This is an optimization exercise on Yosys and OpenROAD, whose aim is small area and a short achievable clock period, not a production implementation. The RTL was checked by simulation tests, not by an equivalence proof against the original design.

==> flow/design.v <==
module bf16_class (
    input  [15:0] i_data,
    output        o_zero,
    output        o_nan,
    output        o_inf
);
wire emax = &i_data[14:7];
wire fnz  = |i_data[6:0];
assign o_zero = ~|i_data[14:7];
assign o_nan  = emax & fnz;
assign o_inf  = emax & ~fnz;
endmodule
module bf16_sigmul (
    input  [6:0]  a,
    input  [6:0]  b,
    output [15:0] p
);
wire t1 = (a[0] & b[6]) ^ (a[1] & b[5]);
wire t2 = (a[0] & b[6]) & (a[1] & b[5]);
wire t3 = a[0] ^ (a[1] & b[6]) ^ (a[2] & b[5]);
wire t4 = (a[0] & (a[1] & b[6])) | ((a[2] & b[5]) & (a[0] ^ (a[1] & b[6])));
wire t5 = (a[3] & b[4]) ^ (a[4] & b[3]);
wire t6 = (a[3] & b[4]) & (a[4] & b[3]);
wire t7 = a[1] ^ (a[2] & b[6]) ^ (a[3] & b[5]);
wire t8 = (a[1] & (a[2] & b[6])) | ((a[3] & b[5]) & (a[1] ^ (a[2] & b[6])));
wire t9 = (a[4] & b[4]) ^ (a[5] & b[3]);
wire t10 = (a[4] & b[4]) & (a[5] & b[3]);
wire t11 = a[2] ^ (a[3] & b[6]) ^ (a[4] & b[5]);
wire t12 = (a[2] & (a[3] & b[6])) | ((a[4] & b[5]) & (a[2] ^ (a[3] & b[6])));
wire t13 = (a[0] & b[4]) ^ (a[1] & b[3]);
wire t14 = (a[0] & b[4]) & (a[1] & b[3]);
wire t15 = (a[0] & b[5]) ^ (a[1] & b[4]) ^ (a[2] & b[3]);
wire t16 = ((a[0] & b[5]) & (a[1] & b[4])) | ((a[2] & b[3]) & ((a[0] & b[5]) ^ (a[1] & b[4])));
wire t17 = (a[3] & b[2]) ^ (a[4] & b[1]);
wire t18 = (a[3] & b[2]) & (a[4] & b[1]);
wire t19 = t1 ^ (a[2] & b[4]) ^ (a[3] & b[3]);
wire t20 = (t1 & (a[2] & b[4])) | ((a[3] & b[3]) & (t1 ^ (a[2] & b[4])));
wire t21 = (a[4] & b[2]) ^ (a[5] & b[1]) ^ (a[6] & b[0]);
wire t22 = ((a[4] & b[2]) & (a[5] & b[1])) | ((a[6] & b[0]) & ((a[4] & b[2]) ^ (a[5] & b[1])));
wire t23 = t2 ^ t3 ^ t5;
wire t24 = (t2 & t3) | (t5 & (t2 ^ t3));
wire t25 = (a[5] & b[2]) ^ (a[6] & b[1]) ^ b[0];
wire t26 = ((a[5] & b[2]) & (a[6] & b[1])) | (b[0] & ((a[5] & b[2]) ^ (a[6] & b[1])));
wire t27 = t4 ^ t6 ^ t7;
wire t28 = (t4 & t6) | (t7 & (t4 ^ t6));
wire t29 = t9 ^ (a[6] & b[2]) ^ b[1];
wire t30 = (t9 & (a[6] & b[2])) | (b[1] & (t9 ^ (a[6] & b[2])));
wire t31 = t8 ^ t10 ^ t11;
wire t32 = (t8 & t10) | (t11 & (t8 ^ t10));
wire t33 = (a[5] & b[4]) ^ (a[6] & b[3]) ^ b[2];
wire t34 = ((a[5] & b[4]) & (a[6] & b[3])) | (b[2] & ((a[5] & b[4]) ^ (a[6] & b[3])));
wire t35 = t12 ^ a[3] ^ (a[4] & b[6]);
wire t36 = (t12 & a[3]) | ((a[4] & b[6]) & (t12 ^ a[3]));
wire t37 = (a[5] & b[5]) ^ (a[6] & b[4]) ^ b[3];
wire t38 = ((a[5] & b[5]) & (a[6] & b[4])) | (b[3] & ((a[5] & b[5]) ^ (a[6] & b[4])));
wire t39 = a[4] ^ (a[5] & b[6]) ^ (a[6] & b[5]);
wire t40 = (a[4] & (a[5] & b[6])) | ((a[6] & b[5]) & (a[4] ^ (a[5] & b[6])));
wire t41 = (a[0] & b[3]) ^ (a[1] & b[2]);
wire t42 = (a[0] & b[3]) & (a[1] & b[2]);
wire t43 = t13 ^ (a[2] & b[2]) ^ (a[3] & b[1]);
wire t44 = (t13 & (a[2] & b[2])) | ((a[3] & b[1]) & (t13 ^ (a[2] & b[2])));
wire t45 = t14 ^ t15 ^ t17;
wire t46 = (t14 & t15) | (t17 & (t14 ^ t15));
wire t47 = t16 ^ t18 ^ t19;
wire t48 = (t16 & t18) | (t19 & (t16 ^ t18));
wire t49 = t20 ^ t22 ^ t23;
wire t50 = (t20 & t22) | (t23 & (t20 ^ t22));
wire t51 = t24 ^ t26 ^ t27;
wire t52 = (t24 & t26) | (t27 & (t24 ^ t26));
wire t53 = t28 ^ t30 ^ t31;
wire t54 = (t28 & t30) | (t31 & (t28 ^ t30));
wire t55 = t32 ^ t34 ^ t35;
wire t56 = (t32 & t34) | (t35 & (t32 ^ t34));
wire t57 = t36 ^ t38 ^ t39;
wire t58 = (t36 & t38) | (t39 & (t36 ^ t38));
wire t59 = t40 ^ a[5] ^ (a[6] & b[6]);
wire t60 = (t40 & a[5]) | ((a[6] & b[6]) & (t40 ^ a[5]));
wire t61 = (a[0] & b[2]) ^ (a[1] & b[1]);
wire t62 = (a[0] & b[2]) & (a[1] & b[1]);
wire t63 = t41 ^ (a[2] & b[1]) ^ (a[3] & b[0]);
wire t64 = (t41 & (a[2] & b[1])) | ((a[3] & b[0]) & (t41 ^ (a[2] & b[1])));
wire t65 = t42 ^ t43 ^ (a[4] & b[0]);
wire t66 = (t42 & t43) | ((a[4] & b[0]) & (t42 ^ t43));
wire t67 = t44 ^ t45 ^ (a[5] & b[0]);
wire t68 = (t44 & t45) | ((a[5] & b[0]) & (t44 ^ t45));
wire t69 = t46 ^ t47 ^ t21;
wire t70 = (t46 & t47) | (t21 & (t46 ^ t47));
wire t71 = t48 ^ t49 ^ t25;
wire t72 = (t48 & t49) | (t25 & (t48 ^ t49));
wire t73 = t50 ^ t51 ^ t29;
wire t74 = (t50 & t51) | (t29 & (t50 ^ t51));
wire t75 = t52 ^ t53 ^ t33;
wire t76 = (t52 & t53) | (t33 & (t52 ^ t53));
wire t77 = t54 ^ t55 ^ t37;
wire t78 = (t54 & t55) | (t37 & (t54 ^ t55));
wire t79 = t56 ^ t57 ^ b[4];
wire t80 = (t56 & t57) | (b[4] & (t56 ^ t57));
wire t81 = t58 ^ t59 ^ b[5];
wire t82 = (t58 & t59) | (b[5] & (t58 ^ t59));
wire t83 = t60 ^ a[6] ^ b[6];
wire t84 = (t60 & a[6]) | (b[6] & (t60 ^ a[6]));
wire [15:0] r0 = {1'b0, t84, t82, t80, t78, t76, t74, t72, t70, t68, t66, t64, t62, t61, (a[0] & b[1]), (a[0] & b[0])};
wire [15:0] r1 = {1'b0, 1'b1, t83, t81, t79, t77, t75, t73, t71, t69, t67, t65, t63, (a[2] & b[0]), (a[1] & b[0]), 1'b0};
assign p = r0 + r1;
endmodule
module bf16_add_far (
    input  [9:0]  i_x,
    input  [9:0]  i_y,
    input         i_sub,
    output [6:0]  o_frac,
    output [1:0]  o_pos      
);
wire [11:0] rx = {1'b0, i_x, i_sub} + {i_sub, i_y ^ {10{i_sub}}, i_sub};
wire [10:0] r  = rx[11:1];
assign o_pos  = r[10] ? 2'd3 : r[9] ? 2'd2 : r[8] ? 2'd1 : 2'd0;
assign o_frac = r[10] ? r[9:3] : r[9] ? r[8:2] : r[8] ? r[7:1] : r[6:0];
endmodule
module bf16_add_near (
    input  [9:0]  i_x,
    input  [9:0]  i_y,
    output [6:0]  o_frac,
    output [3:0]  o_lz,      
    output        o_neg,     
    output        o_zero     
);
wire [10:0] d1 = {1'b0, i_x} - {1'b0, i_y};
wire [10:0] d2 = {1'b0, i_y} - {1'b0, i_x};
assign o_neg = d1[10];
wire [9:0]  r  = o_neg ? d2[9:0] : d1[9:0];
bf16_norm10 m_norm (.i_r(r), .o_frac(o_frac), .o_lz(o_lz), .o_zero(o_zero));
endmodule
module bf16_add_single (
    input  [9:0]  i_x,
    input  [9:0]  i_y,
    input         i_sub,
    output [6:0]  o_frac,
    output [3:0]  o_lz,      
    output        o_neg,
    output        o_zero
);
wire [11:0] rx = {1'b0, i_x, i_sub} + {i_sub, i_y ^ {10{i_sub}}, i_sub};
wire [10:0] d  = rx[11:1];
assign o_neg = i_sub & d[10];
wire [10:0] r  = o_neg ? (~d + 11'd1) : d;
reg  [3:0]  lz;
always @(*) begin
    casez (r)
        11'b1??????????: lz = 4'd0;
        11'b01?????????: lz = 4'd1;
        11'b001????????: lz = 4'd2;
        11'b0001???????: lz = 4'd3;
        11'b00001??????: lz = 4'd4;
        11'b000001?????: lz = 4'd5;
        11'b0000001????: lz = 4'd6;
        11'b00000001???: lz = 4'd7;
        11'b000000001??: lz = 4'd8;
        11'b0000000001?: lz = 4'd9;
        default:         lz = 4'd10;
    endcase
end
wire [10:0] rs = r << lz;
assign o_lz   = lz;
assign o_frac = rs[9:3];
assign o_zero = ~|r;
endmodule
module bf16_norm10 (
    input  [9:0]  i_r,
    output [6:0]  o_frac,
    output [3:0]  o_lz,
    output        o_zero
);
reg  [3:0]  lz;
always @(*) begin
    casez (i_r)
        10'b1?????????: lz = 4'd0;
        10'b01????????: lz = 4'd1;
        10'b001???????: lz = 4'd2;
        10'b0001??????: lz = 4'd3;
        10'b00001?????: lz = 4'd4;
        10'b000001????: lz = 4'd5;
        10'b0000001???: lz = 4'd6;
        10'b00000001??: lz = 4'd7;
        10'b000000001?: lz = 4'd8;
        10'b0000000001: lz = 4'd9;
        default:        lz = 4'd10;
    endcase
end
wire [9:0]  rs = i_r << lz;
assign o_lz   = lz;
assign o_frac = rs[8:2];
assign o_zero = ~|i_r;
endmodule
module bf16_fma #(
    parameter FAST = 1       
) (
    input  [15:0] i_x,
    input  [15:0] i_w,
    input  [15:0] i_acc,
    output reg [15:0] o_data,
    output reg [3:0]  o_flag
);
wire [15:0] x = i_x, w = i_w, a = i_acc;
wire xz, xn, xi, wz, wn, wi, az, an, ai;
bf16_class m_cx (.i_data(x), .o_zero(xz), .o_nan(xn), .o_inf(xi));
bf16_class m_cw (.i_data(w), .o_zero(wz), .o_nan(wn), .o_inf(wi));
bf16_class m_ca (.i_data(a), .o_zero(az), .o_nan(an), .o_inf(ai));
wire        sa  = a[15];
wire [7:0]  ea  = a[14:7];
wire [8:0]  ma  = {1'b1, a[6:0], 1'b0};
wire        ps  = x[15] ^ w[15];
wire        sub = sa ^ ps;
wire [15:0] m;
bf16_sigmul m_sig (.a(x[6:0]), .b(w[6:0]), .p(m));
wire        c   = m[15];
wire [9:0]  W   = {m[15:8], m[7] & ~c, 1'b0};
wire [8:0]  esum = {1'b0, x[14:7]} + {1'b0, w[14:7]};
wire [7:0]  pe0  = esum[7:0] + 8'd129;             
wire        uf   = c ? (esum < 9'd127) : (esum < 9'd128);
wire        of   = c ? (esum > 9'd380) : (esum > 9'd381);
wire        p_any_nan  = xn | wn;
wire        p_any_zero = xz | wz;
wire        p_any_inf  = xi | wi;
wire        p_nan  = p_any_nan | (p_any_zero & p_any_inf);
wire        p_zero = ~p_nan & (p_any_zero | (~p_any_inf & uf));
wire        p_inf  = ~p_nan & ~p_any_zero & (p_any_inf | of);
wire [15:0] p_nan_val = {~p_any_nan, 15'h7FC0};
wire [15:0] p_inf_val = {ps, 8'hFF, 7'd0};
wire [9:0]  t0   = {2'b0, ea} + 10'd127 - {1'b0, esum};
wire        tneg = t0[9];
wire        fra  = ~tneg & ~az;
wire [7:0]  base = fra ? ea : pe0;                 
wire        shz  = |t0[8:4] | (t0[3] & |t0[2:1]);
wire [9:0]  ysh  = shz ? 10'd0 : (W >> t0[3:0]);
wire [9:0]  nt   = ~t0;                            
wire        shz2 = |nt[8:3] | az;
wire [8:0]  ash  = shz2 ? 9'd0 : ({1'b0, ma[8:1]} >> nt[2:0]);
wire [9:0]  ysm  = {1'b0, ash[8:1], ash[0] & ~c};
wire [9:0]  fx   = fra ? {1'b0, ma} : W;
wire [9:0]  fy   = fra ? ysh : ysm;
wire        sx   = fra ? sa : ps;                  
wire        near_t = c ? (t0 == 10'd0 || t0 == 10'd1 || t0 == 10'd2)
                       : (t0 == 10'h3FF || t0 == 10'd0 || t0 == 10'd1);
wire        near   = sub & ~az & near_t;
reg  [15:0] s_data;
reg         s_inf, s_zero;
generate
    if (FAST) begin : g_fast
        wire [6:0] f_far;
        wire [1:0] p_far;
        bf16_add_far m_far (.i_x(fx), .i_y(fy), .i_sub(sub), .o_frac(f_far), .o_pos(p_far));
        wire [7:0] e_far    = base + {{6{p_far == 2'd0}}, p_far - 2'd1};
        wire       far_inf  = ~sub & (&e_far);
        wire       far_zero = sub & ~|e_far;
        wire [9:0] nx = tneg ? W : {1'b0, ma};
        wire [9:0] ny = tneg ? {2'b0, ma[8:1]} : t0[1] ? {2'b0, W[9:2]} : t0[0] ? {1'b0, W[9:1]} : W;
        wire [6:0] f_near;
        wire [3:0] lz_near;
        wire       n_neg, n_cancel;
        bf16_add_near m_near (.i_x(nx), .i_y(ny), .o_frac(f_near), .o_lz(lz_near),
                              .o_neg(n_neg), .o_zero(n_cancel));
        wire [7:0] e_near    = base + 8'd1 - {4'd0, lz_near};
        wire       near_zero = n_cancel | ~|e_near;
        wire       s_near    = (tneg ? ps : sa) ^ n_neg;
        always @(*) begin
            if (near) begin
                s_inf  = 1'b0;
                s_zero = near_zero;
                s_data = near_zero ? {s_near & ~n_cancel, 15'd0} : {s_near, e_near, f_near};
            end else begin
                s_inf  = far_inf;
                s_zero = far_zero;
                s_data = far_inf ? {sx, 8'hFF, 7'd0} : far_zero ? {sx, 15'd0} : {sx, e_far, f_far};
            end
        end
    end else begin : g_small
        wire [6:0] f_s;
        wire [3:0] lz_s;
        wire       s_neg, s_cancel;
        bf16_add_single m_add (.i_x(fx), .i_y(fy), .i_sub(sub), .o_frac(f_s), .o_lz(lz_s),
                               .o_neg(s_neg), .o_zero(s_cancel));
        wire [7:0] e_s   = base + 8'd2 - {4'd0, lz_s};
        wire       sgn   = sx ^ s_neg;
        wire       zr    = sub & (s_cancel | ~|e_s);
        wire       inf   = ~sub & (&e_s);
        always @(*) begin
            s_inf  = inf;
            s_zero = zr;
            s_data = inf ? {sgn, 8'hFF, 7'd0} : zr ? {sgn & ~s_cancel, 15'd0} : {sgn, e_s, f_s};
        end
    end
endgenerate
always @(*) begin
    if (p_nan) begin
        o_data = p_nan_val;
        o_flag = 4'b1000;
    end else if (an) begin
        o_data = a;
        o_flag = 4'b1000;
    end else if (p_zero) begin
        o_data = az ? {sa & ps, 15'd0} : a;
        o_flag = 4'b0100;
    end else if (ai & p_inf & sub) begin
        o_data = 16'hFFC0;
        o_flag = 4'b1000;
    end else if (ai) begin
        o_data = a;
        o_flag = 4'b0010;
    end else if (p_inf) begin
        o_data = p_inf_val;
        o_flag = az ? 4'b0100 : 4'b0010;
    end else if (az) begin
        o_data = s_data;
        o_flag = 4'b0100;
    end else begin
        o_data = s_data;
        o_flag = {1'b0, s_zero, s_inf, ~s_zero & ~s_inf};
    end
end
endmodule
module gemm_pe #(
    parameter FAST = 1,           
    parameter DATA_WIDTH = 16,
    parameter FLAG_WIDTH = 4
) (
    input i_clk,
    input i_rst,
    input i_valid,
    input [DATA_WIDTH-1:0] i_data_x,
    input [DATA_WIDTH-1:0] i_data_w,
    output reg [DATA_WIDTH-1:0] o_data_x,
    output reg [DATA_WIDTH-1:0] o_data_w,
    output reg [DATA_WIDTH-1:0] o_data_acc,
    output reg [FLAG_WIDTH-1:0] o_flag_acc
);
wire [15:0] n_data;
wire [3:0]  n_flag;
bf16_fma #(.FAST(FAST)) m_fma (
    .i_x(i_data_x), .i_w(i_data_w), .i_acc(o_data_acc),
    .o_data(n_data), .o_flag(n_flag)
);
always @(posedge i_clk) begin
    if (i_rst) begin
        o_data_acc <= 16'd0;
        o_flag_acc <= 4'd0;
    end else if (i_valid) begin
        o_data_acc <= n_data;
        o_flag_acc <= n_flag;
    end
end
always @(posedge i_clk) begin
    if (i_rst) begin
        o_data_x[15:7] <= 9'd0;
        o_data_w[15:7] <= 9'd0;
    end else if (i_valid) begin
        o_data_x[15:7] <= i_data_x[15:7];
        o_data_w[15:7] <= i_data_w[15:7];
    end
end
always @(posedge i_clk) begin
    if (i_valid) begin
        o_data_x[6:0] <= i_data_x[6:0];
        o_data_w[6:0] <= i_data_w[6:0];
    end
end
endmodule
module gemm_arr #(
    parameter ROWS = 4,
    parameter COLS = 4,
    parameter N_ROWS = 2,  
    parameter N_COLS = 2,  
    parameter DATA_WIDTH = 16,
    parameter FLAG_WIDTH = 4
) (
    input i_clk,
    input i_rst,
    input i_valid,
    input [COLS*DATA_WIDTH-1:0] i_data_w,
    input [ROWS*DATA_WIDTH-1:0] i_data_x,
    input [N_COLS-1:0] i_addr,
    output [ROWS*DATA_WIDTH-1:0] o_data_acc,  
    output [ROWS*FLAG_WIDTH-1:0] o_data_flag
);
    wire [DATA_WIDTH-1:0] conn_w [ROWS*COLS-1:0]; 
    wire [DATA_WIDTH-1:0] conn_x [ROWS*COLS-1:0];
    wire [ROWS*DATA_WIDTH-1:0] conn_acc [COLS-1:0];  
    wire [ROWS*FLAG_WIDTH-1:0] conn_flag [COLS-1:0];
    genvar i;
    genvar j;
    generate
        for(i=0; i<ROWS; i=i+1) begin
            for(j=0; j<COLS; j=j+1) begin
                if(i==0 && j==0) begin
                    gemm_pe m_pe (
                        .i_clk(i_clk),
                        .i_rst(i_rst),
                        .i_valid(i_valid),
                        .i_data_x(i_data_x[ROWS*DATA_WIDTH-1:(ROWS-1)*DATA_WIDTH]),  
                        .i_data_w(i_data_w[COLS*DATA_WIDTH-1:(COLS-1)*DATA_WIDTH]),  
                        .o_data_x(conn_x[0]),
                        .o_data_w(conn_w[0]),
                        .o_data_acc(conn_acc[0][ROWS*DATA_WIDTH-1:(ROWS-1)*DATA_WIDTH]),  
                        .o_flag_acc(conn_flag[0][ROWS*FLAG_WIDTH-1:(ROWS-1)*FLAG_WIDTH])
                    );
                end
                else if(i==0) begin
                    gemm_pe m_pe (
                        .i_clk(i_clk),
                        .i_rst(i_rst),
                        .i_valid(i_valid),
                        .i_data_x(conn_x[j-1]),
                        .i_data_w(i_data_w[(COLS-j)*DATA_WIDTH-1:(COLS-1-j)*DATA_WIDTH]),   
                        .o_data_x(conn_x[j]),
                        .o_data_w(conn_w[j]),
                        .o_data_acc(conn_acc[j][ROWS*DATA_WIDTH-1:(ROWS-1)*DATA_WIDTH]),
                        .o_flag_acc(conn_flag[j][ROWS*FLAG_WIDTH-1:(ROWS-1)*FLAG_WIDTH])
                    );
                end
                else if(j==0) begin
                    gemm_pe m_pe (
                        .i_clk(i_clk),
                        .i_rst(i_rst),
                        .i_valid(i_valid),
                        .i_data_x(i_data_x[(ROWS-i)*DATA_WIDTH-1:(ROWS-1-i)*DATA_WIDTH]),  
                        .i_data_w(conn_w[(i-1)*COLS]),
                        .o_data_x(conn_x[i*COLS]),
                        .o_data_w(conn_w[i*COLS]),
                        .o_data_acc(conn_acc[0][(ROWS-i)*DATA_WIDTH-1:(ROWS-1-i)*DATA_WIDTH]),
                        .o_flag_acc(conn_flag[0][(ROWS-i)*FLAG_WIDTH-1:(ROWS-1-i)*FLAG_WIDTH])
                    );
                end
                else begin
                    gemm_pe #(.FAST(0)) m_pe (
                        .i_clk(i_clk),
                        .i_rst(i_rst),
                        .i_valid(i_valid),
                        .i_data_x(conn_x[i*COLS+j-1]),
                        .i_data_w(conn_w[(i-1)*COLS+j]),
                        .o_data_x(conn_x[i*COLS+j]),
                        .o_data_w(conn_w[i*COLS+j]),
                        .o_data_acc(conn_acc[j][(ROWS-i)*DATA_WIDTH-1:(ROWS-1-i)*DATA_WIDTH]),
                        .o_flag_acc(conn_flag[j][(ROWS-i)*FLAG_WIDTH-1:(ROWS-1-i)*FLAG_WIDTH])
                    );
                end
            end
        end
    endgenerate
    assign o_data_acc = conn_acc[i_addr];
    assign o_data_flag = conn_flag[i_addr];
endmodule
==> flow/run.sh <==
#!/bin/bash
# synth_recipe.tcl (not shown) runs the flow's synth.tcl, then flattens the netlist and writes it again
# the make line also repeats each setting of config.mk as NAME=value (left out here)
make -C /OpenROAD-flow-scripts/flow DESIGN_CONFIG=/design/flow/config.mk WORK_HOME=/design/flow/orfs CLKGATE_MAP_FILE= SYNTH_SCRIPT=/design/flow/synth_recipe.tcl finish
==> flow/config.mk <==
export PLATFORM = sky130hd
export DESIGN_NAME = gemm_arr
export DESIGN_NICKNAME = gemm_arr
export VERILOG_FILES = /design/flow/design.v
export SDC_FILE = /design/flow/constraint.sdc
export NUM_CORES = 4
export LEC_CHECK = 0
export CAP_MARGIN = 20
export CORE_MARGIN = 2
export CORE_UTILIZATION = 40
export SETUP_SLACK_MARGIN = 4
export SLEW_MARGIN = 20
==> flow/constraint.sdc <==
create_clock -name core_clock -period 16.0 [get_ports {i_clk}]
set_input_delay 3.2000 -clock core_clock [delete_from_list [all_inputs] [get_ports {i_clk}]]
set_output_delay 3.2000 -clock core_clock [all_outputs]
set_load 0.01 [all_outputs]
==> impl_metrics.toml, run 1 <==
[timing]
slew_viol_final = 0
fin_crit_sh_pct = 77.1
worst_pin_slew_ps = 1170
period_needed_ps = 12330
tns_ps = 0
setup_viol = 0
fin_worst_skew_ps = 46.7
hold_violations = 0
rsz0062_at_grt = "true"
finalHoldWorstSlack_ps = 463
relSlewSlack_pct = 21.5
layout_setup_ws_ps = 3670
clock.fmax_mhz = 81.1

[detailed_routing]
drc = 0
viasPerCell = 5.85
post_drt_wl_per_cell_um = 21.1
drtIter0Drc = 11100
wl_um = 445000
ant_nets = 0
num_vias = 123000
first_pass_iters = 7

[global_routing]
grt_usage_pct = 27.1
first_global_vias = 115000
grt_antenna_before_repair = 35
grt_max_degree = 120
overflow = 0
grt_pass1_wl_um = 674000

[logic_synthesis]
syn_area_um2 = 123000
avgSynthCellArea_um2 = 7.60
yosys_register_bits = 704
yosys.area.top_type = "ha_1"
synth_fp_nets = 18200
ys_seq_area_share_pct = 12.8
synthFlopType = "dfxtp_1"
yosysTopAreaCellShare_pct = 12.7
ys_warn_count = 7
syn_inst = 16200
synth-async-reset-ratio_pct = 0
synth_area_leaders = "ha_1, fa_1, dfxtp_1, inv_1, nor2_1"
synth_edf_count = 168
synth_cell_types = 138

[worst_setup_path]
rr_worst_depth = 57
crit_top_cell = "a21oi_2"
path_buf_inv = 9
cp_num_cells = 52
cp_slowest_cell = "fa_1"
critPathMaxFanout = 6
cp.arrival_ps = 12960
cp_top_family = "compound AO/OA/AOI/OAI gates"
r2r_slack_ps = 4500
crit_start = "i_data_w[21]"
cp-end-kind = "flip-flop"
max_stage_delay_ps = 530
required_ps = 16630
startpoint_type = "input pin"
worstSetupPathType = "input pin to flip-flop"

[clock_network]
htreeDepth = 3
cts_tree = "built"
clkTransAtPathRegs_ps = 60
cts_sinks = 704
root_buffer = "clkbuf_16"
clockBufferDepth = 3
cts_made_buffers = 93
hold_buffers = 0
clk_latency_ps = 780

[floorplan]
die_w_um = 558
dieHeight_um = 558
fp.coreArea_um2 = 306000
dieArea_um2 = 312000
start_util_pct = 40.2
pin_count = 213
row_count = 203

[layout]
drive_gt1_share_pct = 17.6
area_delta_synth_final_pct = 20.1
final_nets = 18900

[place]
place_ws_ps = 1270
port_buffers = 212
gp_congestion = 0.964
dpl.hpwl_um = 343000

[run_status]
status = "timing/DRC/antenna clean"

[flow_run]
cap_violations = 0

[worst_hold_path]
hp-class = "flip-flop to flip-flop"
## flip-flops by register name, indices dropped and copies added, names as in the netlist
name / cells
genblk1.genblk1.genblk1.genblk1.genblk1.m_pe.o_data_acc: 192
genblk1.genblk1.genblk1.genblk1.genblk1.m_pe.o_data_w: 128
genblk1.genblk1.genblk1.genblk1.genblk1.m_pe.o_data_x: 144
genblk1.genblk1.genblk1.genblk1.genblk1.m_pe.o_flag_acc: 48
genblk1.genblk1.genblk1.genblk1.m_pe.o_data_acc: 48
genblk1.genblk1.genblk1.genblk1.m_pe.o_data_w: 48
genblk1.genblk1.genblk1.genblk1.m_pe.o_data_x: 32
genblk1.genblk1.genblk1.genblk1.m_pe.o_flag_acc: 12
genblk1.genblk1.genblk1.m_pe.o_data_acc: 16
genblk1.genblk1.genblk1.m_pe.o_data_w: 16
genblk1.genblk1.genblk1.m_pe.o_data_x: 16
genblk1.genblk1.genblk1.m_pe.o_flag_acc: 4
## cell type report
| type | instances | area, um^2 |
|---|---|---|
| antenna | 15 | 37.5 |
| clock buffer | 120 | 2630 |
| clock inverter | 55 | 689 |
| fill | 30100 | 158000 |
| inverter | 1782 | 6770 |
| multi-input combinational | 13100 | 107000 |
| sequential | 704 | 15800 |
| tap | 4100 | 5130 |
| timing repair buffer | 1166 | 9660 |
## per-layer routing
metal,part of all wire (%),track usage [%],vias to the layer above
li1,-,-,58600
met1,43,37.0,59300
met2,45,43.9,4654
met3,7.7,4.08,885
met4,3.7,8.56,18
met5,0.029,0,-
## cells in the mapped netlist (88+ instances only)
library cell,number
o21bai_1,147
clkbuf_1,449
xor2_1,344
nand3_1,251
nand2_1,1629
xnor2_1,590
mux2_2,104
or3_1,90
mux4_2,104
o21a_1,170
a31oi_1,100
edfxtp_1,168
fa_1,629
nand4_1,202
nand2b_1,160
a21oi_1,1101
o211ai_1,132
or4_1,88
o21ai_0,843
ha_1,1249
nor4_1,193
a211oi_1,167
nor3_1,391
a22oi_1,105
nor2_1,1660
inv_1,1762
mux2i_1,562
and2_1,374
nor2b_1,126
a21o_1,293
dfxtp_1,536
## how the worst min path moves through the flow
stage / startpoint / to / slack (ps) / cells past startpoint
global placement: flip-flop / flip-flop / 450 / 2
CTS: flip-flop / flip-flop / 460 / 2
finish: flip-flop / flip-flop / 460 / 2
floorplan: flip-flop / flip-flop / 420 / 0
global route: flip-flop / flip-flop / 480 / 2
detailed placement: flip-flop / flip-flop / 460 / 2
## worst min-delay path, stage by stage (launching register included)
cell	delay (ps)
dfxtp_1	310
nand2_1	60
a21oi_1	50
## cells in the final DEF (no fill, tap or decap), types with 285 or more instances in the layout
cell,Yosys,final
nand2_1,1629,1586
a21oi_1,1101,867
fa_1,629,604
dfxtp_1,536,534
xnor2_1,590,484
a21o_1,293,285
mux2i_1,562,535
buf_4,2,895
nor2_1,1660,1532
xor2_1,344,301
inv_1,1762,1653
and2_1,374,326
nor3_1,391,358
ha_1,1249,1103
o21ai_0,843,701
## logic make-up after synthesis
logic type,count (synthesis),synth area share [%]
DFF,704,12.8
AOI/OAI and AO/OA,4029,21.6
xor gates and xnor gates,940,6.75
buffers and inverters,2339,7.19
muxes,775,7.48
and+or+nand+nor,5518,21.2
adders and majority gates,1878,23.0
## metrics by stage
stage	instances	util, %	cell area [um^2]
floorplan	16200	-	125000
global placement	20100	42.7	131000
detailed placement	20100	42.7	131000
CTS	20600	45.7	140000
global route	21100	48.3	148000
finish	21100	48.3	148000
## timing repair
item                                    4_1_cts  5_1_grt
resized for setup                           787     1097
pin swaps                                   311      727
gates cloned                                  4        3
buffers inserted                            378      448
endpoints found under the setup margin      288      285
==> inputs of run 2 (changes only) <==
--- a/flow/config.mk
+++ b/flow/config.mk
@@ -9,4 +9,3 @@
 export CORE_MARGIN = 2
 export CORE_UTILIZATION = 40
-export SETUP_SLACK_MARGIN = 4
 export SLEW_MARGIN = 20
==> run 2 against run 1 <==
Net effect:
- highest routed layer unchanged
- final cell count fell by 3.9%
- clock-buffer cell count fell by 4
- clock skew rose by 14 ps
==> impl_metrics.toml, run 2 <==
[run_status]
status = "timing/DRC/antenna clean"

[worst_setup_path]
max_stage_delay_ps = 670
rr_worst_depth = 50
worstSetupPathType = "input pin to flip-flop"
required_ps = 16690
r2r_slack_ps = 1480
crit_top_cell = "a21oi_1"
cp_slowest_cell = "a311oi_1"
startpoint_type = "input pin"
cp.arrival_ps = 15400
cp-end-kind = "flip-flop"
critPathMaxFanout = 12

[timing]
fin_worst_skew_ps = 60.9
setup_viol = 0
fin_crit_sh_pct = 91.9
hold_violations = 0
worst_pin_slew_ps = 1150
slew_viol_final = 0
period_needed_ps = 14700
rsz0062_at_grt = "false"
relSlewSlack_pct = 22.7
clock.fmax_mhz = 68.0
tns_ps = 0
layout_setup_ws_ps = 1300

[logic_synthesis]
synth_fp_nets = 18200
yosysTopAreaCellShare_pct = 12.7
synth_area_leaders = "ha_1, fa_1, dfxtp_1, inv_1, nor2_1"
ys_seq_area_share_pct = 12.8
ys_warn_count = 7
avgSynthCellArea_um2 = 7.60
synth.most_common_cell = "inv_1"
synth_cell_types = 138
synthFlopType = "dfxtp_1"
syn_inst = 16200
syn_area_um2 = 123000
synth-async-reset-ratio_pct = 0
synth_edf_count = 168
yosys_register_bits = 704
yosys.area.top_type = "ha_1"
netlist_top_cells_count = "inv_1, nor2_1, nand2_1, ha_1, a21oi_1"

[layout]
area_delta_synth_final_pct = 7.78
most-common-layout-cells = "inv_1, nor2_1, nand2_1"
top_regs = "genblk1.genblk1.genblk1.genblk1.genblk1.m_pe.o_data_acc x192, genblk1.genblk1.genblk1.genblk1.genblk1.m_pe.o_data_x x144, genblk1.genblk1.genblk1.genblk1.genblk1.m_pe.o_data_w x128"
layout_commonest_cell = "inv_1"
final_util_pct = 43.3
drive_gt1_share_pct = 4.74
largest_reg_flops = 192
final_nets = 18100
largest-register = "genblk1.genblk1.genblk1.genblk1.genblk1.m_pe.o_data_acc"

[detailed_routing]
viasPerCell = 5.82
num_vias = 118000
ant_nets = 0
post_drt_wl_per_cell_um = 21.0
drc = 0
wl_um = 425000
first_pass_iters = 6
drtIter0Drc = 10200

[clock_network]
hold_buffers = 0
cts_made_buffers = 91
clockBufferDepth = 3
clkTransAtPathRegs_ps = 60
cts_sinks = 704
cts_resized = 0
cts_setup_buffers = 0
htreeDepth = 3
root_buffer = "clkbuf_16"
cts_tree = "built"
clk_latency_ps = 800

[worst_hold_path]
hold_depth = 2
hp-class = "flip-flop to flip-flop"

[floorplan]
pin_count = 213
fp.coreArea_um2 = 306000
die_w_um = 558
start_util_pct = 40.2
dieHeight_um = 558
row_count = 203
dieArea_um2 = 312000

[place]
dpl.hpwl_um = 343000
port_buffers = 212
gp_congestion = 0.966
place_ws_ps = 664

[global_routing]
grt_usage_pct = 26.5
overflow = 0
grt_pass1_wl_um = 655000
grt_antenna_before_repair = 34
grt_max_degree = 126
first_global_vias = 110000

[flow_run]
cap_violations = 0
==> run 2: cell counts after synthesis <==
No cell type changed its count.
==> run 2: cell type report <==
cell class	count	area, um^2
inverters	1782	6690
clock inverters	53	649
fillers	31600	173000
flip-flops and latches	704	15800
clock buffers	116	2550
diodes	12	30.0
repair buffers	359	3260
well taps	4100	5130
multi-input cells	13100	98400
==> run 2: worst max path at each step <==
stage,start,end,slack [ps],depth (start not counted)
2_1_floorplan,i_data_w[22],flip-flop,2610,51
3_3_place_gp,i_data_w[5],flip-flop,790,47
3_5_place_dp,i_data_w[5],flip-flop,660,47
4_1_cts,i_data_w[5],flip-flop,1480,47
5_1_grt,i_data_w[22],flip-flop,380,51
6_report,i_data_w[22],flip-flop,1300,50
==> run 2: logic make-up (layout without fill, tap and decap cells) <==
logic type,Yosys count,in the layout,synth area share (%)
multiplexers,775,775,7.48
AND/OR/NAND/NOR,5518,5518,21.2
XOR/XNOR,940,940,6.75
other,0,12,0
AO/OA/AOI/OAI,4029,4029,21.6
adder cells (fa/ha/maj),1878,1878,23.0
flip-flops,704,704,12.8
buffers and inverters,2339,2310,7.19
==> run 2: per-layer routing <==
| layer | GRT usage, % | wire (um) |
|---|---|---|
| met5 | 0 | 158 |
| met4 | 8.37 | 14600 |
| met3 | 4.27 | 32000 |
| met2 | 41.8 | 186000 |
| met1 | 36.7 | 193000 |
==> run 2: per-stage QoR <==
| stage | std cells | cell area [um^2] | hold slack, ps |
|---|---|---|---|
| finish | 20300 | 132000 | 462 |
| global route | 20300 | 132000 | 485 |
| CTS | 20300 | 132000 | 462 |
| detailed placement | 20100 | 129000 | 453 |
| global placement | 20100 | 129000 | 446 |
| floorplan | 16200 | 123000 | 421 |
==> run 2: critical path: cells and delay by family <==
family | cells | cell delay (ps)
compound gates | 19 | 4490
xor+xnor | 2 | 310
fa+ha+maj | 8 | 3230
buf+inv | 8 | 1160
mux | 2 | 650
simple gates | 11 | 2310

-- static timing again, ports no longer ideal --
No port has a modelled driver above. Below, the same layouts with a new extraction and two added sets of constraints. Step 1 (the two cells are an assumption about what drives the block):
set clk [get_ports {i_clk}]
set_driving_cell -lib_cell sky130_fd_sc_hd__clkbuf_16 $clk
set_driving_cell -lib_cell sky130_fd_sc_hd__buf_2 [delete_from_list [all_inputs] $clk]
Step 2 also shifts input and output timing later by t, the mid clock arrival at the registers, as if the neighbouring blocks saw the same clock. Slacks: ideal ports / drivers / drivers and shift; pairs: ideal ports / drivers.
| run | t, ns | setup WS [ns] | worst register clock-pin slew, ns | worst slew at a driven data input, ns | cell pins on the clock port's net |
|---|---|---|---|---|---|
| run 1 | 0.860 | 3.670 / 3.619 / 2.759 | 0.08 / 0.08 | 0.18 | 1 |
| run 2 | 0.873 | 1.297 / 1.262 / 0.389 | 0.07 / 0.07 | 0.18 | 1 |
After both steps every run listed still meets setup and hold. For run 1, which loses most, drivers alone change the setup slack by -0.051 ns; drivers and shift together by -0.911 ns.
